Context: an optimization exercise on an open-source flow, tuned for small area. The choices shown serve that exercise and are no tape-out recipe.
Function was checked by simulation only, so behaviour that the tests miss may differ from the original.
The flow treats the clock pin as an ideal source. Dropping or thinning the clock tree relies on that and would not hold on a real chip.
Power is estimated from default activity; no workload was simulated.

before:
## ROM
module ROM (
    input wire sys_clk,
    input wire sys_rst_n,
    input wire [1:0] key,
    output wire stcp,
    output wire shcp,
    output wire ds,
    output wire oe
);
    wire key1_hit, key2_hit;
    wire [1:0] a_hun;
    wire [3:0] a_ten, a_unit;
    key_filter key1_filter_inst(.sys_clk(sys_clk), .sys_rst_n(sys_rst_n),
        .key_in(key[0]), .key_hit(key1_hit));
    key_filter key2_filter_inst(.sys_clk(sys_clk), .sys_rst_n(sys_rst_n),
        .key_in(key[1]), .key_hit(key2_hit));
    rom_ctrl rom_ctrl_inst(.sys_clk(sys_clk), .sys_rst_n(sys_rst_n),
        .key1_hit(key1_hit), .key2_hit(key2_hit),
        .hun(a_hun), .ten(a_ten), .unit(a_unit));
    seg_595_dynamic seg_595_dynamic_inst(.sys_clk(sys_clk), .sys_rst_n(sys_rst_n),
        .hun(a_hun), .ten(a_ten), .unit(a_unit),
        .stcp(stcp), .shcp(shcp), .ds(ds), .oe(oe));
endmodule
==> flow/config.mk <==
export PLATFORM = sky130hd
export DESIGN_NAME = ROM
export DESIGN_NICKNAME = ROM
export VERILOG_FILES = /design/flow/design.v
export SDC_FILE = /design/flow/constraint.sdc
export NUM_CORES = 4
export LEC_CHECK = 0
export CAP_MARGIN = 20
export CORE_MARGIN = 2
export CORE_UTILIZATION = 70
export GPL_TIMING_DRIVEN = 0
export SLEW_MARGIN = 20
==> flow/constraint.sdc <==
create_clock -name core_clock -period 5.0 [get_ports {sys_clk}]
set_input_delay 1.0000 -clock core_clock [delete_from_list [all_inputs] [get_ports {sys_clk}]]
set_output_delay 1.0000 -clock core_clock [all_outputs]
set_load 0.01 [all_outputs]
standard.sh (not shown) runs the stock make flow with config.mk's settings and CLKGATE_MAP_FILE= SYNTH_SCRIPT=/design/flow/synth_recipe.tcl, a recipe that flattens the netlist after the stock synthesis.
==> flow/flow/run.sh <==
#!/bin/bash
# Own layout flow: the standard flow (standard.sh) with two changes.
# 1. Synthesis: the standard synthesis script, with only the ABC mapping
#    script swapped for an area-oriented one (flow/abc_area.script). The
#    registers, their names and cells are those of the standard synthesis.
# 2. Clock tree: made by flow/manual_cts.tcl (run as cts.tcl's PRE_CTS_TCL
#    hook) instead of TritonCTS: the registers are split by position into
#    4 groups, each driven by one clock buffer at its centre; the clock port
#    drives only those 4 buffers. Every register gets the clock through one
#    buffer of the same kind.
# 3. Port buffers: every input and output port still gets a buffer, of the
#    smallest buffer cell (buf_1) instead of the default choice.
# Each step's full output goes to a log file in the work folder.
set -euo pipefail
W=$PWD
F=$W/flow
cat > "$W/area_synth.tcl" <<EOT
proc abc {args} {
  set i [lsearch -exact \$args -script]
  if {\$i >= 0} { lset args [expr {\$i + 1}] $F/abc_area.script }
  yosys abc {*}\$args
}
source $W/synth_recipe.tcl
EOT
export MANUAL_CTS_NET=sys_clk MANUAL_CTS_N=4 MANUAL_CTS_BUF=sky130_fd_sc_hd__clkbuf_8
bash "$W/standard.sh" synth "SYNTH_SCRIPT=$W/area_synth.tcl" > "$W/synth.log" 2>&1
bash "$W/standard.sh" finish "SYNTH_SCRIPT=$W/area_synth.tcl" "PRE_CTS_TCL=$F/manual_cts.tcl" "BUFFER_PORTS_ARGS=-buffer_cell sky130_fd_sc_hd__buf_1" > "$W/layout.log" 2>&1
Other scripts of this flow, unchanged in this note and not shown: flow/flow/abc_area.script, flow/flow/manual_cts.tcl
Here is what was changed in the inputs of after compared with before.
diff --git a/flow/design.v b/flow/design.v
--- a/flow/design.v
+++ b/flow/design.v
@@ -20,16 +20,15 @@
     input wire key1_hit,
     input wire key2_hit,
     output reg [1:0] hun,
     output reg [3:0] ten,
     output reg [3:0] unit
 );
     localparam [10:0] POL = 11'b01010101010;
-    reg addr_flag1;
-    reg addr_flag2;
+    reg addr_flag1, addr_flag2;
     reg [10:0] t;
     wire [10:0] s = t ^ POL;
     wire rst = ~sys_rst_n;
     wire wrap = ((~s[10] & s[9] & ~s[8] & s[7] & s[6] & s[5] & ~s[4] & s[3] & ~s[2] & ~s[1] & s[0]));
     wire [9:0] a = {hun, ten, unit};
     wire at255 = ((a[9] & a[6] & ~a[4] & a[2] & ~a[0]));
     wire u9 = ((unit[3] & unit[2]));
@@ -85,17 +84,17 @@
     wire q0 = (cnt_8[1:0] == 2'd0);
     wire tick4 = (cnt_8[1:0] == 2'd3);
     wire tick8 = (cnt_8 == 3'd7);
     wire c25_0 = ((~c25[3] & ~c25[2] & ~c25[1] & ~c25[0]));
     wire c25_24 = ((c25[4] & ~c25[3] & ~c25[1] & ~c25[0]));
     wire c11_10 = ((~c11[2] & c11[1] & ~c11[0]));
     wire c7_0 = ((~c7[2] & ~c7[1] & ~c7[0]));
-    wire slot = (cnt_8 == 3'd3) && c25_0;
+    wire slot = (cnt_8 == 3'd0) && c25_0;
     wire first = (jsel == 3'd6);
-    wire grab = tick4 && c11_10 && ((~c25[4] & c25[1]) | (~c25[3] & c25[0]) | (c25[3] & c25[2] & c25[1]));
+    wire grab = tick4 && c11_10 && ((~c25[4] & ~c25[2]) | (~c25[3] & c25[0]) | (c25[3] & c25[2] & c25[1]));
     assign oe = rst;
     assign shcp = (tick4 || (q0 && !first));
     assign stcp = (cnt_8 == 3'd0) && c7_0 && !first;
     always @(posedge sys_clk or negedge sys_rst_n) begin
         if (!sys_rst_n) cnt_8 <= 3'd0;
         else cnt_8 <= cnt_8 + 1'b1;
     end
@@ -168,15 +167,15 @@
             {3'd4, 1'b0}: bit_out = data[12];
             {3'd4, 1'b1}: bit_out = data[13];
             default: bit_out = 1'b0;
         endcase
     end
     always @(posedge sys_clk or negedge sys_rst_n) begin
         if (sys_rst_n == 1'b0) ds <= 1'b0;
-        else ds <= bit_out;
+        else if (q0) ds <= bit_out;
     end
 endmodule
 module ROM (
     input wire sys_clk,
     input wire sys_rst_n,
     input wire [1:0] key,
     output wire stcp,
--- outcome ---
Synthesized area grows slightly when moving from before to after. For before, the top layer reached by signal wires was met3, unlike after, where it was met4. Cmp before and after / share of total power in the clock network / lower: after. Compared with before, in after die area now sits higher; internal cell power now sits higher; die extent in y now sits higher. after: routed wire length is about 2% higher than what before reported. Going from before to after, the non-filler instance count after layout was found to have gone up by 2. In the reports for before and after, the larger number of cells on the worst reg-to-reg path belongs to before. When after is set beside before, its total non-filler cell area in the finished layout turns out to be 0.96% larger. Met3 capacity usage during global routing essentially unchanged between after and before.
No run of this note takes its clock network from TritonCTS; it comes from the design's own scripts or RTL.

## what the ideal ports hide
In the flow no input, the clock included, has a driving cell. The finished layouts below were timed again as built, in two steps. Step 1: set_driving_cell puts a clkbuf_16 on sys_clk and a buf_2 on each other input, an assumption about the parent block. Step 2 moves the port delays by t, midway between the first and last clock arrival at a register: inputs arrive t later, outputs are due t later. That takes back most of the time a late clock gives input paths. Three values: ideal, step 1, step 2; two values: the first two.
run	t (ns)	setup WS [ns]	hold WS [ns]	worst slew at a driven data input, ns	cell pins on the clock port's net
before	0.210	1.541 / 1.514 / 1.514	0.390 / 0.390 / 0.390	0.03	4
after	0.200	1.426 / 1.399 / 1.399	0.393 / 0.393 / 0.393	0.03	4
After both steps setup and hold are still met in every run listed.
